This design comes from an exercise in tuning for small area on the open sky130 flow, not from production work. Function was checked by simulation only, so behaviour that the tests miss may differ from the original. The clock port is modelled as an ideal driver; clocking choices that lean on that would not hold on a real chip. Power is estimated from default activity; no workload was simulated.

==> design/flow/config.mk <==
export PLATFORM = sky130hd
export DESIGN_NAME = CPWindowAdding
export DESIGN_NICKNAME = CPWindowAdding
export VERILOG_FILES = /design/flow/design.v
export SDC_FILE = /design/flow/constraint.sdc
export NUM_CORES = 4
export LEC_CHECK = 0
export CAP_MARGIN = 20
export CORE_MARGIN = 2
export CORE_UTILIZATION = 72
export PLACE_DENSITY = 0.82
export SLEW_MARGIN = 20
==> design/flow/constraint.sdc <==
create_clock -name core_clock -period 6.5 [get_ports {SYS_CLK}]
set_input_delay 1.3000 -clock core_clock [delete_from_list [all_inputs] [get_ports {SYS_CLK}]]
set_output_delay 1.3000 -clock core_clock [all_outputs]
set_load 0.01 [all_outputs]
==> design/flow/design.v <==
`timescale 1 ns / 1 ps
`timescale 1 ns / 1 ps
module CPWindowAdding(
	input SYS_CLK,
	input RST,
	input [27:0] DATA_IN,
	input [6:0] DATA_INDEX_IN,
	input DATA_IN_VALID,
	output reg [27:0] DATA_OUT,
    output reg DATA_OUT_LAST,
	output reg DATA_OUT_VALID 
);
reg [128*28-1:0] delay_line;
always @ (posedge SYS_CLK)
    delay_line <= {delay_line[127*28-1:0], DATA_IN};
wire [27:0] delayed_128 = delay_line[128*28-1:127*28];  
wire [27:0] delayed_127 = delay_line[127*28-1:126*28];  
reg read_active;
reg [6:0] read_count;
always @ (posedge SYS_CLK)
    begin
        if (RST)
            read_active <= 1'b0;
        else
            read_active <= (read_active && read_count != 7'd127) || DATA_INDEX_IN == 7'd127;
        read_count <= read_active ? read_count + 1'b1 : 7'd0;
    end
reg [26:0] prev_first_half;
always @ (posedge SYS_CLK)
    begin
        if (RST)
            prev_first_half <= 27'd0;
        else if (DATA_INDEX_IN == 7'd127)
            prev_first_half <= delayed_127[27:1];
    end
wire [27:0] window = {DATA_IN[27], DATA_IN[27:1]} + {prev_first_half[26], prev_first_half};
always @ (posedge SYS_CLK)
    begin
        if (DATA_INDEX_IN == 7'd96)
            DATA_OUT <= window;
        else if (DATA_INDEX_IN > 7'd96)
            DATA_OUT <= DATA_IN;
        else
            DATA_OUT <= delayed_128;
    end
always @ (posedge SYS_CLK)
    begin
        if(RST)
        	begin
                DATA_OUT_LAST <= 1'b0;
        		DATA_OUT_VALID <= 1'b0;
        	end
        else
        	begin
                DATA_OUT_LAST <= read_active && read_count == 7'd127;
        		if (DATA_INDEX_IN >= 7'd96 || read_active)
        		    DATA_OUT_VALID <= 1'b1;
        		else if (~DATA_IN_VALID)
        		    DATA_OUT_VALID <= 1'b0;
        	end
    end
endmodule
==> design/flow/flow/run.sh <==
#!/bin/bash
# Own flow: the standard layout (standard.sh) with a leaner clock tree:
# clkbuf_8 buffers over clusters of at most 18 flip-flops, no dummy loads,
# and rebalance.tcl moving flip-flops off any leaf buffer whose clock slew
# comes out high. The ports are buffered with buf_1. make's full output goes
# to standard_flow.log and each ORFS step's log to orfs/logs/.
set -euo pipefail
export CTS_ARGS="-sink_clustering_enable -repair_clock_nets -dont_use_dummy_load -buf_list sky130_fd_sc_hd__clkbuf_8 -sink_clustering_size 18 -sink_clustering_max_diameter 45"
export BUFFER_PORTS_ARGS="-buffer_cell sky130_fd_sc_hd__buf_1"
export POST_CTS_TCL="$(pwd)/flow/rebalance.tcl"
bash standard.sh finish > standard_flow.log 2>&1
==> design/flow/flow/rebalance.tcl <==
set leaf_slew_limit 0.106
set leaf_slew_target 0.098
set max_reach 40000 ;# dbu: how far a flip-flop may be from its new buffer

set block [ord::get_db_block]

proc leaf_info {} {
  # name -> {slew x y} for every leaf clock buffer
  set info [dict create]
  foreach inst [get_cells -quiet clkbuf_leaf_*] {
    set name [get_full_name $inst]
    set worst 0
    set y [get_pins -of_objects $inst -filter "direction==output"]
    foreach pin [get_pins -quiet -of_objects [get_nets -of_objects $y] -filter "direction==input"] {
      set s [get_property $pin slew_max]
      if {$s > $worst} { set worst $s }
    }
    set dbi [$::block findInst $name]
    set loc [$dbi getLocation]
    dict set info $name [list $worst [lindex $loc 0] [lindex $loc 1]]
  }
  return $info
}

proc leaf_net {name} {
  return [[$::block findInst $name] findITerm X]
}

set moved 0
for {set round 1} {$round <= 60} {incr round} {
  estimate_parasitics -placement
  set info [leaf_info]
  set slow {}
  dict for {name v} $info {
    if {[lindex $v 0] > $leaf_slew_limit} { lappend slow $name }
  }
  if {$round == 1 || [llength $slow] == 0} {
    puts "rebalance: round $round, [llength $slow] leaf buffers over $leaf_slew_limit ns"
  }
  if {[llength $slow] == 0} { break }
  set taken {}
  foreach name $slow {
    lassign [dict get $info $name] s bx by
    set net [[leaf_net $name] getNet]
    # the farthest flip-flop clock pin on this leaf
    set far ""
    set fard -1
    foreach it [$net getITerms] {
      if {[$it isOutputSignal]} { continue }
      set loc [[$it getInst] getLocation]
      set d [expr {abs([lindex $loc 0]-$bx) + abs([lindex $loc 1]-$by)}]
      if {$d > $fard} { set fard $d; set far $it; set fx [lindex $loc 0]; set fy [lindex $loc 1] }
    }
    if {$far eq ""} { continue }
    # the nearest leaf buffer with slew to spare
    set best ""
    set bestd $max_reach
    dict for {other v} $info {
      if {$other eq $name || [lsearch -exact $taken $other] >= 0} { continue }
      if {[lindex $v 0] > $leaf_slew_target} { continue }
      set d [expr {abs([lindex $v 1]-$fx) + abs([lindex $v 2]-$fy)}]
      if {$d < $bestd} { set bestd $d; set best $other }
    }
    if {$best eq ""} { continue }
    lappend taken $best
    set to [[leaf_net $best] getNet]
    $far disconnect
    $far connect $to
    incr moved
  }
}
estimate_parasitics -placement
set worst 0
dict for {name v} [leaf_info] { if {[lindex $v 0] > $worst} { set worst [lindex $v 0] } }
puts "rebalance: moved $moved flip-flop clock pins; worst leaf sink slew now $worst ns"
==> design/flow/standard.sh <==
#!/bin/bash
# synth_recipe.tcl (not shown) runs the flow's synth.tcl, then flattens the netlist and writes it again
# the make line also repeats each setting of config.mk as NAME=value (left out here)
make -C /OpenROAD-flow-scripts/flow DESIGN_CONFIG=/design/flow/config.mk WORK_HOME=/design/flow/orfs CLKGATE_MAP_FILE= SYNTH_SCRIPT=/design/flow/synth_recipe.tcl "${@:-finish}"
==> run_results.csv, run 1 <==
group,metric,value,unit
synth,synth_area_leaders,"dfxtp_1 96%, a21oi_1 0.55%, nand2_1 0.49%",
place,place.gp.congestion,0.8179,
synth,synth_cell_types,57,
status,stop_error,"Error: cts.tcl, 90 can't read \"::block\": no such variable",
clock_tree,clock_sinks,3649,
synth,syn_nets,4167,
synth,syn_area_per_cell,18.47,µm²
synth,synthCells,4100,
floorplan,ios,68,
floorplan,fp.dieH,328.3,µm
synth,yosysMostFrequentCell,"dfxtp_1",
place,port_buffers,67,
floorplan,dieWidth,328.3,µm
synth,yosysWarningCount,1,
synth,synth-seq-cells,3649,
floorplan,num_rows,118,
status,outcome,"aborted with a tool error",
synth,synth-main-ff-cell,"dfxtp_1",
synth,netlist_area,75740,µm²
floorplan,start_util,0.7287,
synth,ys_seq_area_frac,0.9644,
status,haltStage,"clock tree synthesis",
synth,synth_top_cell_area_share,0.9644,
synth,synth_top_cell_by_area,"dfxtp_1",
place,hpwl,57.28,mm
synth,synth_edf_count,0,
synth,synthArstFlopShare,0,
synth,synthTopCellsByCount,"3649 x dfxtp_1, 98 x nand2_1, 83 x a21oi_1, 29 x nor2_1, 29 x o21ai_0",
cells by family after synthesis:
logic type	after synthesis	share of synthesized area
compound gates	162	0.01287
xor+xnor	24	0.002775
fa+ha+maj	29	0.004890
buf+inv	40	0.002593
flops	3649	0.9644
mux	2	0.0002643
simple gates	194	0.01217
per-stage QoR:
step / instance area, µm² / setup slack (ns) / instances / utilization
floorplan: 75740 / 3.244 / 4100 / -
detailed placement: 77630 / 2.225 / 5527 / 0.7468
global placement: 77630 / 2.351 / 5527 / 0.7468
power groups by stage:
stage                     Combinational (W)  Clock, W  Sequential, W
after detailed placement           0.000108         0         0.0235
after global placement             0.000104         0         0.0234
after floorplan                   0.0000536         0         0.0234
worst max-delay path by stage:
stage / startpoint / to / slack (ns) / cells after the start
after detailed placement: DATA_IN[1] / DATA_OUT[22]$_DFF_P_ / 2.23 / 12
after global placement: DATA_IN[1] / DATA_OUT[26]$_DFF_P_ / 2.35 / 12
after floorplan: DATA_IN[1] / DATA_OUT[24]$_DFF_P_ / 3.24 / 11
==> run 2, diff against run 1 <==
--- a/design/flow/flow/rebalance.tcl
+++ b/design/flow/flow/rebalance.tcl
@@ -2,7 +2,7 @@
 set leaf_slew_target 0.098
 set max_reach 40000 ;# dbu: how far a flip-flop may be from its new buffer
 
-set block [ord::get_db_block]
+set ::block [ord::get_db_block]
 
 proc leaf_info {} {
   # name -> {slew x y} for every leaf clock buffer
==> run 2 against run 1 <==
- the run now finishes clean
- synthesized cell count stayed put
- area after synthesis is the same
==> run_results.csv, run 2 <==
group,metric,value,unit
status,outcome,"finished clean",
finish,drive_gt1_frac,0.05716,
floorplan,start_util,0.7287,
floorplan,fp.dieArea,107800,µm²
grt,grt_pass1_wl,166.1,mm
finish,fin_nets,4443,
floorplan,core,103900,µm²
timing,slew_viol_final,0,
timing,slew_headroom,0.2602,
synth,yosysMostFrequentCell,"dfxtp_1",
finish,top_regs,"delay_line x3584, DATA_OUT x28, prev_first_half x27",
route,num_vias,26620,
synth,syn_area_per_cell,18.47,µm²
power_and_ir_drop,power.density,399.7,nW/µm²
synth,synth_cell_types,57,
route,postRouteAntennaNets,0,
critical_path,endpoint_kind,"register",
timing,finalHoldViolations,0,
synth,synthCells,4100,
critical_path,cp.arrival,4.34,ns
floorplan,num_rows,118,
run,drv_cap,0,
place,dp_cells,5527,
synth,synthArstFlopShare,0,
grt,antenna_found_initial,7,
place,place.gp.congestion,0.8179,
route,remaining_drc_errors,0,
timing,fin_crit_sh,0.5482,
synth,syn_nets,4167,
finish,final_common_cell,"dfxtp_1",
route,finalWirelength,106.5,mm
critical_path,criticalPathCategory,"input pin to register",
floorplan,fp.dieH,328.3,µm
route,firstDrtPassIters,5,
power_and_ir_drop,power_switching_share,0.1952,
critical_path,crit_required,7.27,ns
min_path,min_path_type,"register to register",
timing,finClkSkew,0.07818,ns
clock_tree,worstSkewPairLatency,0.91,ns
synth,synth_area_leaders,"dfxtp_1 96%, a21oi_1 0.55%, nand2_1 0.49%",
timing,finalSetupViolCount,0,
grt,gr-total-overflow,0,
place,port_buffers,67,
finish,largest_reg_flops,3584,
route,drtIter0Drc,1550,
synth,synth_top_cell_area_share,0.9644,
grt,track_usage,0.2053,
clock_tree,tritoncts,"done",
synth,ys_seq_area_frac,0.9644,
finish,top_register,"delay_line",
power_and_ir_drop,combPwrFrac,0.003,
grt,grt_start_max_net_pins,37,
clock_tree,cts.clk_slew.worst_paths,0.11,ns
finish,syn_to_final_growth,6.627,%
power_and_ir_drop,seqPwrFrac,0.711,
timing,worst_pin_slew,1.110,ns
floorplan,ios,68,
critical_path,startpoint_type,"input pin",
power_and_ir_drop,clockPowerShare,0.285,
synth,synth-main-ff-cell,"dfxtp_1",
power_and_ir_drop,power.leakage,32.64,nW
power_and_ir_drop,power.switching,0.006302,W
synth,netlist_area,75740,µm²
power_and_ir_drop,design_power_total,0.03228,W
timing,setup-tns-final,0,ns
timing,fin_crit,3.563,ns
place,hpwl,57.28,mm
timing,max_freq,280.7,MHz
synth,synth_edf_count,0,
synth,synthTopCellsByCount,"3649 x dfxtp_1, 98 x nand2_1, 83 x a21oi_1, 29 x nor2_1, 29 x o21ai_0",
finish,final_cell_mix,"3649 x dfxtp_1, 227 x clkbuf_8, 98 x nand2_1",
route,wire_per_inst,18.49,µm
power_and_ir_drop,vdd_drop_max,0.0003062,V
grt,grt_pass1_vias,28829,
power_and_ir_drop,intPower,0.02598,W
clock_tree,clock_sinks,3649,
synth,synth_top_cell_by_area,"dfxtp_1",
floorplan,dieWidth,328.3,µm
synth,synth-seq-cells,3649,
route,avgViaCountPerCell,4.622,
finish,finalNonFillerCells,5759,
critical_path,cp_max_fo,3,
synth,yosysWarningCount,1,
timing,rsz0062_at_grt,"no",
## run 2: kinds of logic after synthesis
family	share of synthesized area
mux	0.0002643
flops	0.9644
xor+xnor	0.002775
buf+inv	0.002593
fa+ha+maj	0.004890
compound gates	0.01287
simple gates	0.01217
## run 2: stage by stage
stage,hold WS (ns),util,setup slack [ns],instance area (µm²)
final,0.2539,0.7770,2.937,80760
after global routing,0.2531,0.7769,2.889,80750
after floorplan,0.3096,-,3.244,75740
after detailed placement,0.3121,0.7468,2.225,77630
after global placement,0.3097,0.7468,2.351,77630
## run 2: worst paths after layout
kind	cells past startpoint	startpoint	slack (ns)	end
setup / recovery	12	DATA_IN[1]	2.94	DATA_OUT[22]$_DFF_P_
hold / removal	0	delay_line[351]$_DFF_P_	0.25	delay_line[379]$_DFF_P_
setup reg to reg	11	prev_first_half[0]$_SDFFE_PP0P_	3.18	DATA_OUT[22]$_DFF_P_
hold reg to reg	0	delay_line[351]$_DFF_P_	0.25	delay_line[379]$_DFF_P_
## run 2: power groups by stage
| stage | clock [W] | combinational, W | sequential (W) |
|---|---|---|---|
| after floorplan | 0 | 0.0000536 | 0.0234 |
| after global placement | 0 | 0.000104 | 0.0234 |
| after detailed placement | 0 | 0.000108 | 0.0235 |
| after global routing | 0.0102 | 0.000120 | 0.0230 |
| final | 0.00921 | 0.000112 | 0.0230 |
## run 2: worst max-delay path, cell delays in order
cell and delay [ns]:
buf_1 0.13, ha_1 0.49, inv_1 0.13, fa_1 0.43, nor2b_1 0.24, o2111ai_1 0.22, a211oi_1 0.37, o31ai_2 0.12
a31oi_1 0.35, xnor2_1 0.20, nand2_1 0.10, a31oi_1 0.24
## run 2: layout make-up
cell class              instances  area, µm²
flip-flops and latches       3649      73050
multi-input cells             411       2500
well taps                    1380       1727
repair buffers                 73      297.8
clock buffers                 227       3124
diodes                          5      12.51
inverters                      14      52.55
fillers                      4866      23180
## run 2: metal layers
metal | wire, µm | up-vias | track usage
li1 | - | 13148 | -
met1 | 49250 | 12680 | 0.2909
met2 | 48290 | 596 | 0.3160
met3 | 6509 | 192 | 0.04679
met4 | 2421 | 4 | 0.07296
met5 | 27 | - | 0
==> run 3, diff against run 2 <==
==> design/flow/flow/run.sh (replaced) <==
#!/bin/bash
# Own flow: the standard layout (standard.sh) with a leaner clock tree:
# clkbuf_8 buffers over clusters of at most 18 flip-flops, no dummy loads,
# and rebalance.tcl moving flip-flops off any leaf buffer whose clock slew
# comes out high. The ports are buffered with buf_1. make's full output goes
# to standard_flow.log and each ORFS step's log to orfs/logs/.
set -euo pipefail
export CTS_ARGS="-sink_clustering_enable -repair_clock_nets -dont_use_dummy_load -buf_list sky130_fd_sc_hd__clkbuf_8 -sink_clustering_size 18 -sink_clustering_max_diameter 50"
export BUFFER_PORTS_ARGS="-buffer_cell sky130_fd_sc_hd__buf_1"
export POST_CTS_TCL="$(pwd)/flow/rebalance.tcl"
bash standard.sh finish > standard_flow.log 2>&1
--- a/design/flow/flow/rebalance.tcl
+++ b/design/flow/flow/rebalance.tcl
@@ -1,6 +1,6 @@
 set leaf_slew_limit 0.106
-set leaf_slew_target 0.098
-set max_reach 40000 ;# dbu: how far a flip-flop may be from its new buffer
+set leaf_slew_target 0.100
+set max_reach 50000 ;# dbu: how far a flip-flop may be from its new buffer
 
 set ::block [ord::get_db_block]
 
--- a/design/flow/config.mk
+++ b/design/flow/config.mk
@@ -7,6 +7,6 @@
 export LEC_CHECK = 0
 export CAP_MARGIN = 20
 export CORE_MARGIN = 2
-export CORE_UTILIZATION = 72
-export PLACE_DENSITY = 0.82
+export CORE_UTILIZATION = 70
+export PLACE_DENSITY = 0.65
 export SLEW_MARGIN = 20
==> run 3 against run 2 <==
- non-clock buffer count stayed put
- utilization is 2.4 points lower
- count of clock-buffer cells in the layout down 3
- first-iteration DRC count decreased by 23%
- die area grew 2.8%
- clock power down 3.7%
- sequential share of layout area is essentially flat
- setup slack improved by 0.21 ns
- clock skew shrank 0.016 ns
- register-to-register slack improved by 0.21 ns
- critical endpoint is now DATA_OUT[26]$_DFF_P_
==> run_results.csv, run 3 <==
group,metric,value,unit
grt,track_usage,0.1504,
critical_path,cp.arrival,4.06,ns
critical_path,crit_required,7.21,ns
timing,fin_crit,3.353,ns
power_and_ir_drop,power.density,395.1,nW/µm²
status,outcome,"finished clean",
floorplan,start_util,0.7065,
synth,syn_area_per_cell,18.47,µm²
place,place.gp.congestion,0.7747,
timing,rsz0062_at_grt,"no",
min_path,min_path_type,"register to register",
route,firstDrtPassIters,4,
timing,max_freq,298.2,MHz
critical_path,cp_top_family,"compound AO/OA/AOI/OAI gates",
power_and_ir_drop,vdd_drop_max,0.0002700,V
grt,gr-total-overflow,0,
timing,finClkSkew,0.06234,ns
synth,synthArstFlopShare,0,
run,drv_cap,0,
floorplan,fp.dieH,332.9,µm
route,avgViaCountPerCell,4.436,
clock_tree,clock_sinks,3649,
finish,top_regs,"delay_line x3584, DATA_OUT x28, prev_first_half x27",
floorplan,num_rows,120,
critical_path,endpoint_kind,"register",
finish,final_cell_mix,"3649 x dfxtp_1, 224 x clkbuf_8, 98 x nand2_1",
finish,final_cell_area,80750,µm²
synth,synthTopCellsByCount,"3649 x dfxtp_1, 98 x nand2_1, 83 x a21oi_1, 29 x nor2_1, 29 x o21ai_0",
route,num_vias,25633,
critical_path,startpoint_type,"input pin",
finish,final_common_cell,"dfxtp_1",
critical_path,cp_max_fo,3,
finish,largest_reg_flops,3584,
route,drtIter0Drc,1189,
synth,synth_area_leaders,"dfxtp_1 96%, a21oi_1 0.55%, nand2_1 0.49%",
synth,synth_top_cell_area_share,0.9644,
grt,antenna_found_initial,11,
timing,fin_crit_sh,0.5159,
floorplan,core,107200,µm²
place,dpl_cell_area,77660,µm²
route,finalWirelength,81.52,mm
clock_tree,cts.clk_slew.worst_paths,0.10,ns
finish,fin_nets,4440,
floorplan,dieWidth,332.9,µm
finish,fillers,6287,
synth,synth_edf_count,0,
route,postRouteAntennaNets,0,
route,wire_per_inst,14.11,µm
synth,synth_top_cell_by_area,"dfxtp_1",
synth,synth-seq-cells,3649,
critical_path,slowest_stage,"ha_1",
place,dp_cells,5550,
synth,synth_cell_types,57,
power_and_ir_drop,power.leakage,32.62,nW
timing,slew_headroom,0.3522,
synth,synthCells,4100,
synth,yosysWarningCount,1,
timing,worst_pin_slew,0.9717,ns
timing,finalSetupViolCount,0,
timing,finalHoldViolations,0,
grt,grt_pass1_vias,24814,
place,port_buffers,67,
finish,finalNonFillerCells,5779,
critical_path,criticalPathCategory,"input pin to register",
place,hpwl,44.98,mm
critical_path,cpPeakStageDelay,0.43,ns
floorplan,ios,68,
critical_path,cp_num_buf_inv,2,
synth,ys_seq_area_frac,0.9644,
critical_path,path_cells,"buf_1, ha_1, inv_1, fa_1, nor2b_1, o2111ai_1, a211oi_1, o31ai_2, a31oi_1, a221oi_2, xor2_1, o22ai_1",
synth,synth-main-ff-cell,"dfxtp_1",
timing,setup-tns-final,0,ns
finish,top_register,"delay_line",
route,remaining_drc_errors,0,
finish,drive_gt1_frac,0.05651,
grt,grt_start_max_net_pins,37,
clock_tree,tritoncts,"done",
clock_tree,worstSkewPairLatency,0.86,ns
grt,grt_pass1_wl,130.3,mm
timing,slew_viol_final,0,
synth,netlist_area,75740,µm²
floorplan,fp.dieArea,110900,µm²
finish,syn_to_final_growth,6.611,%
synth,syn_nets,4167,
synth,yosysMostFrequentCell,"dfxtp_1",
run 3: cell types whose count changed in the layout (fill, tap and decap cells not counted), sizes merged:
cell | before | now
clkbuf | 228 | 225
run 3: layout make-up:
| type | instances | area (µm²) | share of cell area |
|---|---|---|---|
| well taps | 1403 | 1755 | 0.02174 |
| diodes | 5 | 12.51 | 0.0001549 |
| clock buffers | 224 | 3083 | 0.03818 |
| inverters | 14 | 52.55 | 0.0006508 |
| flip-flops and latches | 3649 | 73050 | 0.9046 |
| multi-input cells | 411 | 2500 | 0.03096 |
| repair buffers | 73 | 297.8 | 0.003688 |
run 3: logic make-up (layout without fill, tap and decap cells):
family | count (synthesis) | after routing | share of synthesized area
other cells | 0 | 5 | 0
xor+xnor | 24 | 24 | 0.002775
fa+ha+maj | 29 | 29 | 0.004890
buf+inv | 40 | 311 | 0.002593
compound gates | 162 | 162 | 0.01287
mux | 2 | 2 | 0.0002643
flops | 3649 | 3649 | 0.9644
simple gates | 194 | 194 | 0.01217
run 3: path summary, 6_finish.rpt:
check / depth (start not counted) / endpoint / start / slack (ns)
setup reg to reg: 11 / DATA_OUT[26]$_DFF_P_ / prev_first_half[0]$_SDFFE_PP0P_ / 3.39
hold / removal: 0 / delay_line[195]$_DFF_P_ / delay_line[167]$_DFF_P_ / 0.29
setup / recovery: 12 / DATA_OUT[26]$_DFF_P_ / DATA_IN[1] / 3.15
hold reg to reg: 0 / delay_line[195]$_DFF_P_ / delay_line[167]$_DFF_P_ / 0.29
run 3: power breakdown:
part	internal, W	total (W)	switching (W)
combinational	0.0000318	0.000108	0.0000757
sequential	0.0228	0.0229	0.000113
clock	0.00309	0.00887	0.00579
run 3: through the flow:
stage | power [W] | worst slack [ns] | hold WS (ns) | utilization
finish | 0.03190 | 3.147 | 0.2893 | 0.7533
floorplan | 0.02345 | 3.244 | 0.3096 | -
global route | 0.03309 | 3.032 | 0.2930 | 0.7532
global placement | 0.02354 | 2.418 | 0.3098 | 0.7244
detailed placement | 0.02356 | 2.394 | 0.3121 | 0.7244
run 3: metal layers:
layer | up-vias | GRT usage | wire (µm)
met1 | 11835 | 0.2577 | 47120
met2 | 459 | 0.1781 | 27430
met5 | - | 0 | 0
met3 | 193 | 0.03673 | 4632
met4 | 0 | 0.05825 | 2334
li1 | 13146 | - | -
==> run 4, diff against run 3 <==
--- a/design/flow/design.v
+++ b/design/flow/design.v
@@ -15,6 +15,7 @@
     delay_line <= {delay_line[127*28-1:0], DATA_IN};
 wire [27:0] delayed_128 = delay_line[128*28-1:127*28];  
 wire [27:0] delayed_127 = delay_line[127*28-1:126*28];  
+localparam BLK = 4;
 reg read_active;
 reg [6:0] read_count;
 always @ (posedge SYS_CLK)
@@ -33,7 +34,32 @@
         else if (DATA_INDEX_IN == 7'd127)
             prev_first_half <= delayed_127[27:1];
     end
-wire [27:0] window = {DATA_IN[27], DATA_IN[27:1]} + {prev_first_half[26], prev_first_half};
+wire [27:0] win_a = {DATA_IN[27], DATA_IN[27:1]};
+wire [27:0] win_b = {prev_first_half[26], prev_first_half};
+wire [27:0] win_g = win_a & win_b;
+wire [27:0] win_p = win_a | win_b;
+wire [28:0] win_c;
+genvar gi;
+generate for (gi = 0; gi < 28; gi = gi + 1) begin : ripple
+    if (gi % BLK == 0) begin : lookahead
+        if (gi == 0) begin : first
+            assign win_c[gi] = 1'b0;
+        end else begin : next
+            wire [BLK-1:0] bg = win_g[gi-1 -: BLK];
+            wire [BLK-1:0] bp = win_p[gi-1 -: BLK];
+            wire [BLK:0] bc;
+            assign bc[0] = 1'b0;
+            genvar gj;
+            for (gj = 0; gj < BLK; gj = gj + 1) begin : chain
+                assign bc[gj+1] = bg[gj] | (bp[gj] & bc[gj]);
+            end
+            assign win_c[gi] = bc[BLK] | (&bp & win_c[gi-BLK]);
+        end
+    end else begin : carry
+        assign win_c[gi] = win_g[gi-1] | (win_c[gi-1] & win_p[gi-1]);
+    end
+end endgenerate
+wire [27:0] window = win_a ^ win_b ^ win_c[27:0];
 always @ (posedge SYS_CLK)
     begin
         if (DATA_INDEX_IN == 7'd96)
==> run 4 against run 3 <==
- critical path depth up 4
- first-iteration DRC count decreased by 9.3%
- die area is 0.32% lower
- non-clock buffer count unchanged
- synthesized cell count fell by 2.2%
- clock skew down 0.017 ns
- hold slack gained 0.011 ns
- global-route usage decreased by 0.38 points
- register-to-register slack got worse by 1.8 ns
- sequential power is essentially flat
- setup slack worse by 2.0 ns
- total power fell by 0.19%
- critical endpoint is now DATA_OUT[23]$_DFF_P_
==> run_results.csv, run 4 <==
group,metric,value,unit
timing,fin_ws,1.144,ns
finish,seq_area,73050,µm²
grt,gr-total-overflow,0,
synth,synth_top_family_by_area,"adder cells",
timing,slew_viol_final,0,
grt,grt_pass1_vias,24255,
critical_path,path_cells,"buf_1, buf_12, ha_1, fa_1, fa_1, fa_1, nor4b_1, or4_1, a211o_1, a21o_1, fa_1, fa_1, fa_1, xnor2_1, nor2_1, a221o_1",
route,finalWirelength,78.30,mm
synth,syn_area_per_cell,18.82,µm²
critical_path,crit_required,7.25,ns
floorplan,dieWidth,332.4,µm
place,port_buffers,67,
synth,synthCells,4011,
route,remaining_drc_errors,0,
timing,finalHoldViolations,0,
synth,netlist_area,75500,µm²
critical_path,slowest_stage,"fa_1",
grt,antenna_found_initial,9,
route,wire_per_inst,13.74,µm
grt,grt_start_max_net_pins,36,
floorplan,core,107100,µm²
clock_tree,cts.clk_slew.worst_paths,0.10,ns
finish,final_cell_area,80570,µm²
finish,top_register,"delay_line",
clock_tree,worstSkewPairLatency,0.86,ns
clock_tree,clock_sinks,3649,
route,postRouteAntennaNets,0,
floorplan,num_rows,120,
synth,synth_cell_types,38,
finish,final_common_cell,"dfxtp_1",
synth,synth_xor_area_frac,0.001044,
place,hpwl,42.32,mm
synth,yosysMostFrequentCell,"dfxtp_1",
timing,setup-tns-final,0,ns
synth,synth_top_cell_area_share,0.9676,
run,drv_cap,0,
route,drtIter0Drc,1078,
critical_path,cpPeakStageDelay,0.58,ns
finish,syn_to_final_growth,6.717,%
finish,top_regs,"delay_line x3584, DATA_OUT x28, prev_first_half x27",
finish,fillers,6303,
critical_path,cp_max_fo,3,
place,dpl_cell_area,77500,µm²
synth,synthTopCellsByCount,"3649 x dfxtp_1, 99 x nand2_1, 54 x inv_1, 42 x ha_1, 39 x a21oi_1",
critical_path,cpMostUsedCell,"fa_1",
status,outcome,"finished clean",
power_and_ir_drop,design_power_total,0.03184,W
finish,largest_reg_flops,3584,
finish,fin_nets,4394,
min_path,min_path_type,"register to register",
finish,multi_input_area,2182,µm²
finish,final_cell_mix,"3649 x dfxtp_1, 222 x clkbuf_8, 98 x nand2_1",
timing,max_freq,186.7,MHz
route,num_vias,24757,
critical_path,worstSetupStartpoint,"DATA_IN[1]",
floorplan,start_util,0.7052,
synth,synth_area_leaders,"dfxtp_1 97%, ha_1 0.70%, fa_1 0.58%",
timing,rsz0062_at_grt,"no",
route,firstDrtPassIters,4,
place,place.gp.congestion,0.7170,
min_path,hold_path_startpoint,"delay_line[191]$_DFF_P_",
synth,synth-main-ff-cell,"dfxtp_1",
floorplan,ios,68,
grt,track_usage,0.1465,
timing,fin_crit,5.356,ns
timing,fin_crit_sh,0.8239,
floorplan,fp.dieH,332.4,µm
route,avgViaCountPerCell,4.345,
critical_path,endpoint_kind,"register",
synth,synth_top_cell_by_area,"dfxtp_1",
grt,grt_pass1_wl,126.7,mm
synth,synth_edf_count,0,
critical_path,r2r-start,"prev_first_half[0]$_SDFFE_PP0P_",
power_and_ir_drop,vdd_drop_max,0.0003117,V
timing,slew_headroom,0.3162,
synth,ys_seq_area_frac,0.9676,
floorplan,fp.dieArea,110500,µm²
timing,finClkSkew,0.04485,ns
synth,synth_simple_gate_area_frac,0.008303,
synth,synth_compound_area_frac,0.006662,
place,preCtsSetupSlack,0.3035,ns
synth,synth.area.mux_share,0,
synth,synth-seq-cells,3649,
finish,drive_gt1_frac,0.05455,
synth,syn_nets,4113,
synth,synthArstFlopShare,0,
clock_tree,tritoncts,"done",
power_and_ir_drop,power.density,395.2,nW/µm²
timing,worst_pin_slew,1.023,ns
power_and_ir_drop,power.leakage,32.77,nW
synth,synthAdderAreaFrac,0.01279,
synth,yosysWarningCount,1,
critical_path,criticalPathCategory,"input pin to register",
critical_path,startpoint_type,"input pin",
timing,finalSetupViolCount,0,
critical_path,cp.arrival,6.11,ns
## run 4: layer usage
metal  track usage  up-vias  wire (µm)
met4       0.05580        0       1947
met1        0.2493    11481      44030
li1              -    12722          -
met5             0        -          0
met3       0.03959      159       5799
met2        0.1739      395      26520
## run 4: cell families after synthesis
kind of cell / after synthesis
adders and majority gates: 64
xor gates and xnor gates: 9
DFF: 3649
AOI/OAI and AO/OA: 78
and+or+nand+nor: 141
buffers and inverters: 70
## run 4: path summary, 6_finish.rpt
kind	to	slack, ns	cells after the start
hold / removal	delay_line[219]$_DFF_P_	0.30	0
setup reg to reg	DATA_OUT[23]$_DFF_P_	1.55	14
setup / recovery	DATA_OUT[23]$_DFF_P_	1.14	16
hold reg to reg	delay_line[219]$_DFF_P_	0.30	0
## run 4: cell type report
type	count	area share
timing repair buffer	73	0.003851
sequential	3649	0.9067
clock buffer	222	0.03792
tap	1403	0.02179
multi-input combinational	292	0.02708
inverter	54	0.002516
antenna	5	0.0001553
## run 4: where the power goes
group	switching (W)	total, W	internal, W
Clock	0.00578	0.00884	0.00306
Sequential	0.000112	0.0229	0.0228
Combinational	0.0000592	0.0000827	0.0000235
Total	0.00595	0.0318	0.0259
## run 4: worst max-delay path, delay by kind of cell
family	cells	cell delay (ns)
xor+xnor	1	0.16
fa+ha+maj	7	2.84
buf+inv	2	0.25
simple gates	3	0.73
compound gates	3	0.82
## run 4: stage by stage
step           hold slack (ns)  instances  utilization
2_1_floorplan           0.3096       4011            -
3_3_place_gp            0.3096       5471       0.7239
3_5_place_dp            0.3121       5471       0.7239
5_1_grt                 0.3060       5695       0.7525
6_report                0.3002       5698       0.7526
==> run 5, diff against run 4 <==
==> design/flow/flow/run.sh (replaced) <==
#!/bin/bash
# Own flow: the standard layout (standard.sh) with a leaner clock tree:
# clkbuf_8 buffers over clusters of at most 18 flip-flops, no dummy loads,
# and rebalance.tcl moving flip-flops off any leaf buffer whose clock slew
# comes out high. The ports are buffered with buf_1. make's full output goes
# to standard_flow.log and each ORFS step's log to orfs/logs/.
set -euo pipefail
export CTS_ARGS="-sink_clustering_enable -repair_clock_nets -dont_use_dummy_load -buf_list sky130_fd_sc_hd__clkbuf_8 -sink_clustering_size 18 -sink_clustering_max_diameter 45"
export BUFFER_PORTS_ARGS="-buffer_cell sky130_fd_sc_hd__buf_1"
export POST_CTS_TCL="$(pwd)/flow/rebalance.tcl"
bash standard.sh finish > standard_flow.log 2>&1
--- a/design/flow/flow/rebalance.tcl
+++ b/design/flow/flow/rebalance.tcl
@@ -1,8 +1,8 @@
 set leaf_slew_limit 0.106
-set leaf_slew_target 0.100
-set max_reach 50000 ;# dbu: how far a flip-flop may be from its new buffer
+set leaf_slew_target 0.098
+set max_reach 40000 ;# dbu: how far a flip-flop may be from its new buffer
 
-set ::block [ord::get_db_block]
+set block [ord::get_db_block]
 
 proc leaf_info {} {
   # name -> {slew x y} for every leaf clock buffer
--- a/design/flow/config.mk
+++ b/design/flow/config.mk
@@ -7,6 +7,6 @@
 export LEC_CHECK = 0
 export CAP_MARGIN = 20
 export CORE_MARGIN = 2
-export CORE_UTILIZATION = 70
-export PLACE_DENSITY = 0.65
+export CORE_UTILIZATION = 72
+export PLACE_DENSITY = 0.82
 export SLEW_MARGIN = 20
==> run 5 against run 4 <==
- the flow now stops in clock tree synthesis
- area after synthesis did not move
- synthesized cell count is the same
==> run_results.csv, run 5 <==
group,metric,value,unit
synth,synth_area_leaders,"dfxtp_1 97%, ha_1 0.70%, fa_1 0.58%",
synth,syn_nets,4113,
synth,synthCells,4011,
floorplan,num_rows,118,
place,place.gp.congestion,0.7578,
synth,synth_top_cell_by_area,"dfxtp_1",
synth,synthTopCellsByCount,"3649 x dfxtp_1, 99 x nand2_1, 54 x inv_1, 42 x ha_1, 39 x a21oi_1",
floorplan,dieWidth,327.8,µm
status,outcome,"aborted with a tool error",
synth,synth_cell_types,38,
floorplan,ios,68,
synth,synthArstFlopShare,0,
synth,netlist_area,75500,µm²
floorplan,fp.dieH,327.8,µm
synth,synth-seq-cells,3649,
floorplan,start_util,0.7274,
status,stop_error,"Error: cts.tcl, 90 can't read \"::block\": no such variable",
place,hpwl,56.42,mm
synth,yosysMostFrequentCell,"dfxtp_1",
status,haltStage,"clock tree synthesis",
place,port_buffers,67,
synth,synth_top_cell_area_share,0.9676,
synth,synth_edf_count,0,
synth,synth-main-ff-cell,"dfxtp_1",
clock_tree,clock_sinks,3649,
synth,yosysWarningCount,1,
synth,syn_area_per_cell,18.82,µm²
synth,ys_seq_area_frac,0.9676,
## run 5: kinds of logic after synthesis
kind of cell,share of synthesized area
adders and majority gates,0.01279
xor gates and xnor gates,0.001044
and+or+nand+nor,0.008303
DFF,0.9676
AOI/OAI and AO/OA,0.006662
buffers and inverters,0.003613
## run 5: worst min path at each step
stage | startpoint | endpoint | slack, ns | depth (start not counted)
after floorplan | delay_line[972]$_DFF_P_ | delay_line[1000]$_DFF_P_ | 0.31 | 0
after global placement | delay_line[1599]$_DFF_P_ | delay_line[1627]$_DFF_P_ | 0.31 | 0
after detailed placement | delay_line[1291]$_DFF_P_ | delay_line[1319]$_DFF_P_ | 0.31 | 0
## run 5: metrics by stage
step | area [µm²] | instances | setup WS [ns] | hold slack [ns] | power (W)
3_5_place_dp | 77440 | 5446 | 0.3768 | 0.3121 | 0.02355
2_1_floorplan | 75500 | 4011 | 1.122 | 0.3096 | 0.02342
3_3_place_gp | 77440 | 5446 | 0.5058 | 0.3099 | 0.02351
## run 5: power groups by stage
stage | sequential, W | clock (W) | combinational, W
2_1_floorplan | 0.0234 | 0 | 0.0000306
3_3_place_gp | 0.0234 | 0 | 0.0000762
3_5_place_dp | 0.0235 | 0 | 0.0000827
==> run 6, diff against run 5 <==
--- a/design/flow/design.v
+++ b/design/flow/design.v
@@ -15,7 +15,6 @@
     delay_line <= {delay_line[127*28-1:0], DATA_IN};
 wire [27:0] delayed_128 = delay_line[128*28-1:127*28];  
 wire [27:0] delayed_127 = delay_line[127*28-1:126*28];  
-localparam BLK = 4;
 reg read_active;
 reg [6:0] read_count;
 always @ (posedge SYS_CLK)
@@ -34,32 +33,31 @@
         else if (DATA_INDEX_IN == 7'd127)
             prev_first_half <= delayed_127[27:1];
     end
+localparam BLK = 2;
 wire [27:0] win_a = {DATA_IN[27], DATA_IN[27:1]};
 wire [27:0] win_b = {prev_first_half[26], prev_first_half};
-wire [27:0] win_g = win_a & win_b;
-wire [27:0] win_p = win_a | win_b;
-wire [28:0] win_c;
+wire [27:0] win_s0;         
+wire [27:0] win_rc;         
+wire [28/BLK:0] win_bc;     
+wire [27:0] window;
+assign win_bc[0] = 1'b0;
 genvar gi;
-generate for (gi = 0; gi < 28; gi = gi + 1) begin : ripple
-    if (gi % BLK == 0) begin : lookahead
-        if (gi == 0) begin : first
-            assign win_c[gi] = 1'b0;
-        end else begin : next
-            wire [BLK-1:0] bg = win_g[gi-1 -: BLK];
-            wire [BLK-1:0] bp = win_p[gi-1 -: BLK];
-            wire [BLK:0] bc;
-            assign bc[0] = 1'b0;
-            genvar gj;
-            for (gj = 0; gj < BLK; gj = gj + 1) begin : chain
-                assign bc[gj+1] = bg[gj] | (bp[gj] & bc[gj]);
-            end
-            assign win_c[gi] = bc[BLK] | (&bp & win_c[gi-BLK]);
-        end
-    end else begin : carry
-        assign win_c[gi] = win_g[gi-1] | (win_c[gi-1] & win_p[gi-1]);
+generate for (gi = 0; gi < 28; gi = gi + 1) begin : bits
+    wire cin = (gi % BLK == 0) ? 1'b0 : win_rc[gi-1];
+    assign win_s0[gi] = win_a[gi] ^ win_b[gi] ^ cin;
+    assign win_rc[gi] = (win_a[gi] & win_b[gi]) | (cin & (win_a[gi] ^ win_b[gi]));
+end
+for (gi = 0; gi < 28; gi = gi + BLK) begin : blocks
+    wire [BLK-1:0] s0 = win_s0[gi+BLK-1:gi];
+    wire [BLK:0] ones;      
+    assign ones[0] = 1'b1;
+    genvar gj;
+    for (gj = 0; gj < BLK; gj = gj + 1) begin : inc
+        assign ones[gj+1] = ones[gj] & s0[gj];
+        assign window[gi+gj] = s0[gj] ^ (win_bc[gi/BLK] & ones[gj]);
     end
+    assign win_bc[gi/BLK+1] = win_rc[gi+BLK-1] | (win_bc[gi/BLK] & ones[BLK]);
 end endgenerate
-wire [27:0] window = win_a ^ win_b ^ win_c[27:0];
 always @ (posedge SYS_CLK)
     begin
         if (DATA_INDEX_IN == 7'd96)
==> design/flow/flow/run.sh (replaced) <==
#!/bin/bash
# Own flow: the standard layout (standard.sh) with a leaner clock tree:
# clkbuf_8 buffers over clusters of at most 21 flip-flops and no dummy
# loads. rebalance.tcl (after CTS) and grt_rebalance.tcl (after global
# routing) move flip-flops off any leaf buffer whose clock slew comes out high.
# The ports are buffered with buf_1. make's full output goes to
# standard_flow.log and each ORFS step's log to orfs/logs/.
set -euo pipefail
export CTS_ARGS="-sink_clustering_enable -repair_clock_nets -dont_use_dummy_load -buf_list sky130_fd_sc_hd__clkbuf_8 -sink_clustering_size 18 -sink_clustering_max_diameter 50"
export BUFFER_PORTS_ARGS="-buffer_cell sky130_fd_sc_hd__buf_1"
export POST_CTS_TCL="$(pwd)/flow/rebalance.tcl"
export POST_GLOBAL_ROUTE_TCL="$(pwd)/flow/grt_rebalance.tcl"
bash standard.sh finish > standard_flow.log 2>&1
==> design/flow/flow/grt_rebalance.tcl (new file) <==
set grt_slew_limit 0.110
set grt_slew_target 0.102
set grt_max_reach 40000 ;# dbu: how far a flip-flop may be from its new buffer
set ::grt_block [ord::get_db_block]

proc grt_leaf_info {} {
  # name -> {worst sink slew, x, y} for every leaf clock buffer
  set info [dict create]
  foreach inst [get_cells -quiet clkbuf_leaf_*] {
    set name [get_full_name $inst]
    set worst 0
    set y [get_pins -of_objects $inst -filter "direction==output"]
    foreach pin [get_pins -quiet -of_objects [get_nets -of_objects $y] -filter "direction==input"] {
      set s [get_property $pin slew_max]
      if {$s > $worst} { set worst $s }
    }
    set loc [[$::grt_block findInst $name] getLocation]
    dict set info $name [list $worst [lindex $loc 0] [lindex $loc 1]]
  }
  return $info
}

set grt_moved 0
set grt_started 0
for {set round 1} {$round <= 20} {incr round} {
  estimate_parasitics -global_routing
  set info [grt_leaf_info]
  set slow {}
  dict for {name v} $info {
    if {[lindex $v 0] > $grt_slew_limit} { lappend slow $name }
  }
  puts "grt_rebalance: round $round, [llength $slow] leaf buffers over $grt_slew_limit ns"
  if {[llength $slow] == 0} { break }
  if {!$grt_started} {
    global_route -start_incremental
    set grt_started 1
  }
  set taken {}
  set moved_now 0
  foreach name $slow {
    lassign [dict get $info $name] s bx by
    set net [[$::grt_block findInst $name] findITerm X]
    set net [$net getNet]
    set far ""
    set fard -1
    foreach it [$net getITerms] {
      if {[$it isOutputSignal]} { continue }
      set loc [[$it getInst] getLocation]
      set d [expr {abs([lindex $loc 0]-$bx) + abs([lindex $loc 1]-$by)}]
      if {$d > $fard} { set fard $d; set far $it; set fx [lindex $loc 0]; set fy [lindex $loc 1] }
    }
    if {$far eq ""} { continue }
    set best ""
    set bestd $grt_max_reach
    dict for {other v} $info {
      if {$other eq $name || [lsearch -exact $taken $other] >= 0} { continue }
      if {[lindex $v 0] > $grt_slew_target} { continue }
      set d [expr {abs([lindex $v 1]-$fx) + abs([lindex $v 2]-$fy)}]
      if {$d < $bestd} { set bestd $d; set best $other }
    }
    if {$best eq ""} { continue }
    lappend taken $best
    set to [[[$::grt_block findInst $best] findITerm X] getNet]
    $far disconnect
    $far connect $to
    incr grt_moved
    incr moved_now
  }
  if {$moved_now == 0} { break }
  # route the changed nets before estimating again
  global_route -end_incremental
  global_route -start_incremental
}
if {$grt_started} {
  global_route -end_incremental
  estimate_parasitics -global_routing
  write_guides $::env(RESULTS_DIR)/route.guide
}
set worst 0
dict for {name v} [grt_leaf_info] { if {[lindex $v 0] > $worst} { set worst [lindex $v 0] } }
puts "grt_rebalance: moved $grt_moved flip-flop clock pins; worst leaf sink slew now $worst ns"
--- a/design/flow/flow/rebalance.tcl
+++ b/design/flow/flow/rebalance.tcl
@@ -1,8 +1,8 @@
 set leaf_slew_limit 0.106
-set leaf_slew_target 0.098
-set max_reach 40000 ;# dbu: how far a flip-flop may be from its new buffer
+set leaf_slew_target 0.100
+set max_reach 50000 ;# dbu: how far a flip-flop may be from its new buffer
 
-set block [ord::get_db_block]
+set ::block [ord::get_db_block]
 
 proc leaf_info {} {
   # name -> {slew x y} for every leaf clock buffer
--- a/design/flow/config.mk
+++ b/design/flow/config.mk
@@ -7,6 +7,6 @@
 export LEC_CHECK = 0
 export CAP_MARGIN = 20
 export CORE_MARGIN = 2
-export CORE_UTILIZATION = 72
-export PLACE_DENSITY = 0.82
+export CORE_UTILIZATION = 70
+export PLACE_DENSITY = 0.65
 export SLEW_MARGIN = 20
==> run 6 against run 5 <==
- the run now finishes clean
- area after synthesis is 0.36% lower
- synthesized cell count is 0.50% lower
==> run_results.csv, run 6 <==
group,metric,value,unit
floorplan,core,106900,µm²
critical_path,endpoint_kind,"register",
critical_path,crit_path_end,"DATA_OUT[27]$_DFF_P_",
finish,largest_reg_flops,3584,
finish,final_cell_mix,"3649 x dfxtp_1, 222 x clkbuf_8, 104 x nand2_1",
clock_tree,tritoncts,"done",
clock_tree,clock_sinks,3649,
floorplan,num_rows,120,
power_and_ir_drop,power.density,396.9,nW/µm²
finish,finalNonFillerCells,5677,
critical_path,regToRegEndpoint,"DATA_OUT[27]$_DFF_P_",
clock_tree,worstSkewPairLatency,0.87,ns
route,finalWirelength,81.23,mm
place,port_buffers,67,
finish,syn_to_final_growth,6.698,%
timing,finalHoldViolations,0,
synth,synth.area.mux_share,0.0009314,
synth,synth_simple_gate_area_frac,0.008915,
floorplan,start_util,0.7037,
timing,finalSetupViolCount,0,
critical_path,r2r-start,"prev_first_half[6]$_SDFFE_PP0P_",
synth,yosysMostFrequentCell,"dfxtp_1",
synth,synth_cell_types,39,
power_and_ir_drop,vdd_drop_max,0.0003313,V
critical_path,path_cells,"buf_1, ha_1, inv_1, fa_1, nand2b_1, o21ai_0, o41ai_1, o31ai_1, fa_1, nor4_1, a221o_1",
floorplan,fp.dieH,331.8,µm
synth,syn_area_per_cell,18.85,µm²
status,outcome,"finished clean",
route,wire_per_inst,14.31,µm
clock_tree,cts.clk_slew.worst_paths,0.10,ns
grt,gr-total-overflow,0,
finish,final_common_cell,"dfxtp_1",
timing,worst_pin_slew,1.005,ns
synth,synthAdderAreaFrac,0.008050,
timing,setup-tns-final,0,ns
synth,synthArstFlopShare,0,
critical_path,cpPeakStageDelay,0.61,ns
power_and_ir_drop,design_power_total,0.03186,W
route,remaining_drc_errors,0,
place,dp_cells,5449,
synth,synth_top_cell_area_share,0.9710,
grt,grt_pass1_wl,128.6,mm
critical_path,startpoint_type,"input pin",
route,postRouteAntennaNets,0,
critical_path,cp_max_fo,3,
timing,fin_crit_sh,0.5673,
synth,synthCells,3991,
critical_path,criticalPathCategory,"input pin to register",
finish,drive_gt1_frac,0.05459,
synth,ys_seq_area_frac,0.9710,
timing,fin_ws,2.813,ns
route,num_vias,24626,
floorplan,dieWidth,331.8,µm
synth,synth_area_leaders,"dfxtp_1 97%, nand2_1 0.52%, ha_1 0.43%",
timing,max_freq,271.2,MHz
critical_path,reg2reg_depth,11,
critical_path,cpMostUsedCell,"fa_1",
timing,slew_headroom,0.3299,
grt,grt_start_max_net_pins,39,
floorplan,ios,68,
synth,synth_edf_count,0,
min_path,min_path_type,"register to register",
synth,synth-seq-cells,3649,
route,firstDrtPassIters,4,
run,drv_cap,0,
synth,synth_compound_area_frac,0.006121,
route,avgViaCountPerCell,4.338,
synth,synth_top_family_by_area,"simple AND/OR/NAND/NOR gates",
synth,synth_xor_area_frac,0.001863,
critical_path,reg2reg_slack,3.34,ns
min_path,hold_path_startpoint,"delay_line[3364]$_DFF_P_",
timing,slew_viol_final,0,
synth,yosysWarningCount,1,
grt,grt_pass1_vias,24053,
floorplan,fp.dieArea,110100,µm²
critical_path,crit_required,7.30,ns
power_and_ir_drop,power.leakage,32.52,nW
grt,antenna_found_initial,8,
route,drtIter0Drc,1106,
finish,fin_nets,4348,
place,hpwl,45.64,mm
synth,syn_nets,4069,
place,place.gp.congestion,0.7620,
critical_path,slowest_stage,"o41ai_1",
synth,synthTopCellsByCount,"3649 x dfxtp_1, 105 x nand2_1, 40 x inv_1, 30 x a21oi_1, 26 x ha_1",
synth,synth-main-ff-cell,"dfxtp_1",
finish,top_regs,"delay_line x3584, DATA_OUT x28, prev_first_half x27",
timing,fin_crit,3.687,ns
place,preCtsSetupSlack,2.064,ns
critical_path,cp.arrival,4.49,ns
timing,finClkSkew,0.05690,ns
finish,top_register,"delay_line",
synth,synth_top_cell_by_area,"dfxtp_1",
synth,netlist_area,75230,µm²
grt,track_usage,0.1511,
critical_path,worstSetupStartpoint,"DATA_IN[21]",
==> run 6: kinds of logic (layout without fill, tap and decap cells) <==
kind of cell	count (synthesis)	after routing
simple gates	149	149
other cells	0	6
flops	3649	3649
mux	7	7
buf+inv	56	333
xor+xnor	16	16
compound gates	74	74
fa+ha+maj	40	40
==> run 6: routing by layer <==
layer | vias to the layer above | GRT usage | part of all wire
met4 | 2 | 0.05600 | 0.023
met3 | 171 | 0.03725 | 0.052
li1 | 12681 | - | -
met2 | 370 | 0.1794 | 0.34
met5 | - | 0 | 0.00020
met1 | 11402 | 0.2602 | 0.58
==> run 6: worst min path at each step <==
stage                               endpoint  slack (ns)  depth (start not counted)
detailed placement  delay_line[1156]$_DFF_P_        0.31                          0
global placement    delay_line[1292]$_DFF_P_        0.31                          0
floorplan           delay_line[1000]$_DFF_P_        0.31                          0
finish              delay_line[3392]$_DFF_P_        0.31                          0
==> run 6: worst max-delay path: cells and delay by family <==
| family | cells | cell delay (ns) |
|---|---|---|
| and+or+nand+nor | 2 | 0.43 |
| adders and majority gates | 3 | 1.18 |
| buffers and inverters | 2 | 0.53 |
| AOI/OAI and AO/OA | 4 | 1.03 |
==> run 6: layout make-up <==
| type | count | area, µm² |
|---|---|---|
| sequential | 3649 | 73050 |
| fill | 6285 | 26640 |
| clock buffer | 222 | 3055 |
| multi-input combinational | 286 | 1958 |
| tap | 1403 | 1755 |
| timing repair buffer | 71 | 282.8 |
| inverter | 40 | 150.1 |
| antenna | 6 | 15.01 |
==> run 6: through the flow <==
step	cell area (µm²)	utilization	hold slack, ns
floorplan	75230	-	0.3096
global placement	77200	0.7221	0.3095
finish	80270	0.7508	0.3065
detailed placement	77200	0.7221	0.3121
==> run 6: report_power, final <==
part	leakage (nW)	internal (W)	switching (W)
Clock	1.60	0.00306	0.00579
Combinational	0.989	0.0000246	0.0000584
Sequential	29.9	0.0228	0.000117
==> run 7, diff against run 6 <==
--- a/design/flow/flow/run.sh
+++ b/design/flow/flow/run.sh
@@ -6,7 +6,7 @@
 # The ports are buffered with buf_1. make's full output goes to
 # standard_flow.log and each ORFS step's log to orfs/logs/.
 set -euo pipefail
-export CTS_ARGS="-sink_clustering_enable -repair_clock_nets -dont_use_dummy_load -buf_list sky130_fd_sc_hd__clkbuf_8 -sink_clustering_size 18 -sink_clustering_max_diameter 50"
+export CTS_ARGS="-sink_clustering_enable -repair_clock_nets -dont_use_dummy_load -buf_list sky130_fd_sc_hd__clkbuf_8 -sink_clustering_size 19 -sink_clustering_max_diameter 50"
 export BUFFER_PORTS_ARGS="-buffer_cell sky130_fd_sc_hd__buf_1"
 export POST_CTS_TCL="$(pwd)/flow/rebalance.tcl"
 export POST_GLOBAL_ROUTE_TCL="$(pwd)/flow/grt_rebalance.tcl"
==> run 7 against run 6 <==
- total power is 0.35% lower
- count of clock-buffer cells in the layout is 9 lower
- highest routed layer unchanged
- wire length increased by 0.74%
- utilization fell by 0.12 points
- sequential share of layout area grew 0.15 points
- first-iteration DRC count rose by 5.6%
- synthesized cell count did not move
- final cell count decreased by 0.21%
==> run_results.csv, run 7 <==
group,metric,value,unit
finish,syn_to_final_growth,6.523,%
synth,synth_cell_types,39,
grt,antenna_found_initial,9,
finish,final_common_cell,"dfxtp_1",
critical_path,reg2reg_slack,3.35,ns
floorplan,fp.dieH,331.8,µm
timing,slew_headroom,0.3466,
run,drv_cap,0,
grt,grt_pass1_wl,129.4,mm
route,firstDrtPassIters,5,
synth,syn_nets,4069,
finish,final_cell_mix,"3649 x dfxtp_1, 213 x clkbuf_8, 104 x nand2_1",
clock_tree,cts.clk_slew.worst_paths,0.10,ns
place,port_buffers,67,
clock_tree,clock_sinks,3649,
place,place.gp.congestion,0.7620,
critical_path,criticalPathCategory,"input pin to register",
critical_path,path_cells,"buf_1, ha_1, inv_1, fa_1, nand2b_1, o21ai_0, o41ai_1, o31ai_1, fa_1, nor4_1, a221o_1",
place,hpwl,45.64,mm
critical_path,crit_required,7.31,ns
timing,setup-tns-final,0,ns
synth,synth_compound_area_frac,0.006121,
floorplan,fp.dieArea,110100,µm²
power_and_ir_drop,combPwrFrac,0.003,
timing,max_freq,271.9,MHz
route,wire_per_inst,14.44,µm
grt,gr-total-overflow,0,
synth,synth_simple_gate_area_frac,0.008915,
synth,yosysWarningCount,1,
grt,grt_pass1_vias,24113,
route,num_vias,24737,
route,avgViaCountPerCell,4.367,
floorplan,core,106900,µm²
timing,finalHoldViolations,0,
timing,finalSetupViolCount,0,
synth,synth_top_family_by_area,"simple AND/OR/NAND/NOR gates",
floorplan,ios,68,
critical_path,endpoint_kind,"register",
critical_path,startpoint_type,"input pin",
finish,top_regs,"delay_line x3584, DATA_OUT x28, prev_first_half x27",
synth,synthCells,3991,
grt,grt_start_max_net_pins,39,
finish,final_util,0.7496,
timing,fin_crit_sh,0.5659,
clock_tree,worstSkewPairLatency,0.87,ns
power_and_ir_drop,seqPwrFrac,0.722,
floorplan,num_rows,120,
route,remaining_drc_errors,0,
critical_path,cpPeakStageDelay,0.61,ns
finish,top_register,"delay_line",
synth,synth_edf_count,0,
route,finalWirelength,81.83,mm
timing,fin_crit,3.678,ns
route,postRouteAntennaNets,0,
synth,syn_area_per_cell,18.85,µm²
finish,fillers,6349,
power_and_ir_drop,vdd_drop_max,0.0003271,V
synth,synth.area.mux_share,0.0009314,
finish,drive_gt1_frac,0.05259,
synth,yosysMostFrequentCell,"dfxtp_1",
finish,fin_nets,4339,
clock_tree,tritoncts,"done",
synth,synthArstFlopShare,0,
synth,synthAdderAreaFrac,0.008050,
timing,finClkSkew,0.05638,ns
critical_path,slowest_stage,"o41ai_1",
timing,slew_viol_final,0,
synth,synth_top_cell_by_area,"dfxtp_1",
floorplan,start_util,0.7037,
synth,synth-seq-cells,3649,
status,outcome,"finished clean",
min_path,min_path_type,"register to register",
finish,largest_reg_flops,3584,
critical_path,cp.arrival,4.48,ns
synth,synth_top_cell_area_share,0.9710,
synth,synth-main-ff-cell,"dfxtp_1",
grt,track_usage,0.1520,
critical_path,cpMostUsedCell,"fa_1",
synth,synthTopCellsByCount,"3649 x dfxtp_1, 105 x nand2_1, 40 x inv_1, 30 x a21oi_1, 26 x ha_1",
floorplan,dieWidth,331.8,µm
synth,netlist_area,75230,µm²
power_and_ir_drop,power.switching,0.005963,W
synth,synth_xor_area_frac,0.001863,
power_and_ir_drop,power.leakage,32.46,nW
power_and_ir_drop,power_switching_share,0.1878,
power_and_ir_drop,intPower,0.02578,W
route,drtIter0Drc,1168,
synth,ys_seq_area_frac,0.9710,
power_and_ir_drop,power.density,396.1,nW/µm²
critical_path,cp_max_fo,3,
power_and_ir_drop,clockPowerShare,0.275,
synth,synth_area_leaders,"dfxtp_1 97%, nand2_1 0.52%, ha_1 0.43%",
timing,worst_pin_slew,0.9801,ns
-- run 7: cell counts after synthesis --
No cell type changed its count.
-- run 7: final cells by class --
type                            count  area [µm²]  area share
Inverter                           40       150.1    0.001874
Sequential cell                  3649       73050      0.9116
Tap cell                         1403        1755     0.02191
Timing Repair Buffer               71       282.8    0.003529
Antenna cell                        3       7.507  0.00009368
Multi-Input combinational cell    286        1958     0.02444
Clock buffer                      213        2932     0.03658
-- run 7: kinds of logic (layout without fill, tap and decap cells) --
| logic type | count (synthesis) | count (layout) |
|---|---|---|
| DFF | 3649 | 3649 |
| buffers and inverters | 56 | 324 |
| and+or+nand+nor | 149 | 149 |
| AOI/OAI and AO/OA | 74 | 74 |
| xor gates and xnor gates | 16 | 16 |
| adders and majority gates | 40 | 40 |
| muxes | 7 | 7 |
| other | 0 | 3 |
-- run 7: critical path, delay by kind of cell --
family / cells / cell delay, ns
buf+inv: 2 / 0.53
simple gates: 2 / 0.43
fa+ha+maj: 3 / 1.18
compound gates: 4 / 1.03
-- run 7: power groups by stage --
stage          Clock, W  Combinational (W)  Sequential, W
6_report        0.00873          0.0000834         0.0229
3_5_place_dp          0          0.0000841         0.0235
3_3_place_gp          0          0.0000823         0.0234
2_1_floorplan         0          0.0000342         0.0234
-- run 7: final timing paths --
| path | startpoint | endpoint | depth (start not counted) |
|---|---|---|---|
| setup / recovery | DATA_IN[21] | DATA_OUT[27]$_DFF_P_ | 11 |
| hold / removal | delay_line[260]$_DFF_P_ | delay_line[288]$_DFF_P_ | 0 |
| hold reg to reg | delay_line[260]$_DFF_P_ | delay_line[288]$_DFF_P_ | 0 |
| setup reg to reg | prev_first_half[6]$_SDFFE_PP0P_ | DATA_OUT[27]$_DFF_P_ | 11 |
-- run 7: metal layers --
layer  vias up  global-route usage  routed length, µm
met3       176             0.03731               4172
met2       379              0.1819              27940
met1     11522              0.2608              47630
met4         2             0.05609               2070
met5         -                   0                 16
li1      12658                   -                  -
-- run 7: metrics by stage --
step                setup WS [ns]  power [W]  instance area [µm²]  hold WS [ns]  std cells
floorplan                   2.807    0.02342                75230        0.3096       3991
global placement            2.100    0.02352                77200        0.3095       5449
detailed placement          2.064    0.02354                77200        0.3121       5449
finish                      2.822    0.03174                80140        0.2999       5665
==> run 8, diff against run 7 <==
--- a/design/flow/flow/run.sh
+++ b/design/flow/flow/run.sh
@@ -1,6 +1,6 @@
 #!/bin/bash
 # Own flow: the standard layout (standard.sh) with a leaner clock tree:
-# clkbuf_8 buffers over clusters of at most 21 flip-flops and no dummy
+# clkbuf_8 buffers over clusters of at most 19 flip-flops and no dummy
 # loads. rebalance.tcl (after CTS) and grt_rebalance.tcl (after global
 # routing) move flip-flops off any leaf buffer whose clock slew comes out high.
 # The ports are buffered with buf_1. make's full output goes to
--- a/design/flow/flow/grt_rebalance.tcl
+++ b/design/flow/flow/grt_rebalance.tcl
@@ -1,5 +1,5 @@
-set grt_slew_limit 0.110
-set grt_slew_target 0.102
+set grt_slew_limit 0.124
+set grt_slew_target 0.112
 set grt_max_reach 40000 ;# dbu: how far a flip-flop may be from its new buffer
 set ::grt_block [ord::get_db_block]
 
--- a/design/flow/config.mk
+++ b/design/flow/config.mk
@@ -7,6 +7,6 @@
 export LEC_CHECK = 0
 export CAP_MARGIN = 20
 export CORE_MARGIN = 2
-export CORE_UTILIZATION = 70
-export PLACE_DENSITY = 0.65
+export CORE_UTILIZATION = 68
+export PLACE_DENSITY = 0.6
 export SLEW_MARGIN = 20
==> run 8 against run 7 <==
- still clean on timing, DRC and antenna
- via count decreased by 0.70%
- first-iteration DRC count decreased by 3.5%
- wire length decreased by 4.3%
- fmax increased by 3.9%
- non-clock buffer count unchanged
- utilization decreased by 2.1 points
- area after synthesis unchanged
- final cell count increased by 1.6%
- hold slack got worse by 0.047 ns
- count of clock-buffer cells in the layout increased by 1
- design area increased by 0.16%
- largest cell class unchanged
- largest power group unchanged
==> run_results.csv, run 8 <==
group,metric,value,unit
status,outcome,"finished clean",
timing,worst_pin_slew,0.9579,ns
timing,slew_headroom,0.3614,
clock_tree,clock_sinks,3649,
place,place.gp.congestion,0.7582,
critical_path,crit_required,7.26,ns
timing,fin_crit_sh,0.5447,
power_and_ir_drop,power.density,395.3,nW/µm²
synth,synth.area.mux_share,0.0009314,
critical_path,criticalPathCategory,"input pin to register",
grt,grt_start_max_net_pins,37,
finish,fillers,6883,
synth,synth_edf_count,0,
min_path,min_path_type,"register to register",
synth,synth_top_cell_area_share,0.9710,
place,preCtsSetupSlack,2.087,ns
clock_tree,worstSkewPairLatency,0.88,ns
synth,synth_top_cell_by_area,"dfxtp_1",
timing,fin_crit,3.541,ns
floorplan,fp.dieArea,113300,µm²
floorplan,fp.dieH,336.6,µm
route,postRouteAntennaNets,0,
synth,synthCells,3991,
critical_path,cp.arrival,4.30,ns
timing,finalSetupViolCount,0,
grt,grt_pass1_vias,23941,
timing,fin_ws,2.959,ns
critical_path,cp_max_fo,3,
synth,syn_area_per_cell,18.85,µm²
timing,finClkSkew,0.07074,ns
critical_path,endpoint_kind,"register",
synth,synthTopCellsByCount,"3649 x dfxtp_1, 105 x nand2_1, 40 x inv_1, 30 x a21oi_1, 26 x ha_1",
clock_tree,cts.clk_slew.worst_paths,0.10,ns
synth,synth_top_family_by_area,"simple AND/OR/NAND/NOR gates",
synth,synth-seq-cells,3649,
floorplan,dieWidth,336.6,µm
critical_path,reg2reg_slack,3.33,ns
place,port_buffers,67,
grt,grt_pass1_wl,125.4,mm
synth,synthArstFlopShare,0,
finish,drive_gt1_frac,0.05282,
route,finalWirelength,78.30,mm
critical_path,startpoint_type,"input pin",
synth,yosysMostFrequentCell,"dfxtp_1",
timing,finalHoldViolations,0,
synth,synth-main-ff-cell,"dfxtp_1",
power_and_ir_drop,power.leakage,32.47,nW
synth,synth_area_leaders,"dfxtp_1 97%, nand2_1 0.52%, ha_1 0.43%",
grt,track_usage,0.1425,
finish,final_common_cell,"dfxtp_1",
grt,gr-total-overflow,0,
finish,syn_to_final_growth,6.689,%
run,drv_cap,0,
synth,netlist_area,75230,µm²
route,wire_per_inst,13.61,µm
route,avgViaCountPerCell,4.270,
finish,largest_reg_flops,3584,
clock_tree,tritoncts,"done",
timing,setup-tns-final,0,ns
finish,fin_nets,4340,
finish,final_cell_mix,"3649 x dfxtp_1, 214 x clkbuf_8, 104 x nand2_1",
synth,syn_nets,4069,
synth,ys_seq_area_frac,0.9710,
route,remaining_drc_errors,0,
synth,synth_compound_area_frac,0.006121,
route,firstDrtPassIters,4,
grt,antenna_found_initial,10,
synth,synth_simple_gate_area_frac,0.008915,
finish,top_regs,"delay_line x3584, DATA_OUT x28, prev_first_half x27",
floorplan,start_util,0.6826,
timing,max_freq,282.4,MHz
place,hpwl,42.51,mm
critical_path,slowest_stage,"o41ai_1",
critical_path,cpPeakStageDelay,0.56,ns
route,drtIter0Drc,1127,
synth,synth_xor_area_frac,0.001863,
power_and_ir_drop,vdd_drop_max,0.0003162,V
critical_path,cpMostUsedCell,"fa_1",
floorplan,num_rows,122,
critical_path,path_cells,"buf_1, ha_1, inv_1, fa_1, nand2b_1, o21ai_0, o41ai_1, o31ai_1, fa_1, nor4_1, a221o_1",
floorplan,ios,68,
synth,yosysWarningCount,1,
route,num_vias,24564,
synth,synthAdderAreaFrac,0.008050,
floorplan,core,110200,µm²
finish,top_register,"delay_line",
synth,synth_cell_types,39,
timing,slew_viol_final,0,
-- run 8: cell types whose count changed in the layout (fill, tap and decap cells not counted) --
cell and delta:
clkbuf_8 +1, diode_2 +2
-- run 8: routing by layer --
layer  track usage  routed length (µm)  part of all wire  vias to the layer above
li1              -                   -                 -                    12669
met1        0.2439               45250              0.58                    11346
met2        0.1675               26150              0.33                      379
met3       0.03859                4997             0.064                      162
met4       0.05167                1855             0.024                        8
met5             0                  53           0.00068                        -
-- run 8: worst max-delay path, delay by kind of cell --
| family | cells | cell delay [ns] |
|---|---|---|
| AOI/OAI and AO/OA | 4 | 0.96 |
| adders and majority gates | 3 | 1.14 |
| and+or+nand+nor | 2 | 0.40 |
| buffers and inverters | 2 | 0.49 |
-- run 8: per-stage QoR --
stage	hold slack, ns	cells	util	instance area [µm²]	power (W)
3_5_place_dp	0.3121	5534	0.7014	77300	0.02352
6_report	0.2524	5753	0.7282	80260	0.03173
3_3_place_gp	0.3095	5534	0.7014	77300	0.02351
2_1_floorplan	0.3096	3991	-	75230	0.02342
-- run 8: report_power, final --
part / total (W) / internal (W) / leakage [nW] / switching, W
sequential: 0.0229 / 0.0228 / 29.9 / 0.000108
clock: 0.00873 / 0.00296 / 1.54 / 0.00577
combinational: 0.0000780 / 0.0000244 / 0.989 / 0.0000536
-- run 8: path summary, 6_finish.rpt --
check	startpoint	end	cells past startpoint
max reg2reg	prev_first_half[4]$_SDFFE_PP0P_	DATA_OUT[27]$_DFF_P_	11
min	delay_line[203]$_DFF_P_	delay_line[231]$_DFF_P_	0
min reg2reg	delay_line[203]$_DFF_P_	delay_line[231]$_DFF_P_	0
max	DATA_IN[21]	DATA_OUT[27]$_DFF_P_	11
-- run 8: final cells by class --
| class | count | area, µm² | area share |
|---|---|---|---|
| Sequential cell | 3649 | 73050 | 0.9102 |
| Tap cell | 1488 | 1862 | 0.02320 |
| Timing Repair Buffer | 71 | 282.8 | 0.003523 |
| Multi-Input combinational cell | 286 | 1958 | 0.02440 |
| Inverter | 40 | 150.1 | 0.001871 |
| Antenna cell | 5 | 12.51 | 0.0001559 |
| Clock buffer | 214 | 2945 | 0.03670 |
-- run 8: logic make-up (layout without fill, tap and decap cells) --
kind of cell | Yosys count | in the layout
xor+xnor | 16 | 16
flops | 3649 | 3649
simple gates | 149 | 149
compound gates | 74 | 74
mux | 7 | 7
fa+ha+maj | 40 | 40
other cells | 0 | 5
buf+inv | 56 | 325

-- what the ideal ports hide --
How much do the figures lean on ideal ports? The routed layouts below were timed once more, with nothing changed but the port constraints. Step 1 (the two cells are an assumption about what drives the block):
set clk [get_ports {SYS_CLK}]
set_driving_cell -lib_cell sky130_fd_sc_hd__clkbuf_16 $clk
set_driving_cell -lib_cell sky130_fd_sc_hd__buf_2 [delete_from_list [all_inputs] $clk]
Step 2 moves the port delays by t, midway between the first and last clock arrival at a register: inputs arrive t later, outputs are due t later. That takes back most of the time a late clock gives input paths. Slacks: ideal ports / drivers / drivers and shift; pairs: ideal ports / drivers.
run | t, ns | slack for setup (ns) | worst setup path at the end | worst data-port slew with drivers (ns) | pins driven straight from the clock port
run 2 | 0.914 | 2.937 / 2.977 / 2.063 | input to register | 0.05 | 1
run 3 | 0.909 | 3.147 / 3.172 / 2.263 | input to register | 0.04 | 1
run 4 | 0.910 | 1.144 / 1.192 / 0.282 | input to register | 0.06 | 1
run 6 | 0.916 | 2.813 / 2.851 / 1.935 | input to register | 0.07 | 1
run 7 | 0.914 | 2.822 / 2.859 / 1.945 | input to register | 0.07 | 1
run 8 | 0.913 | 2.959 / 3.006 / 2.092 | input to register | 0.15 | 1
After both steps setup and hold are still met in every run listed. For run 3, which loses most, drivers alone change the setup slack by +0.025 ns; drivers and shift together by -0.884 ns.
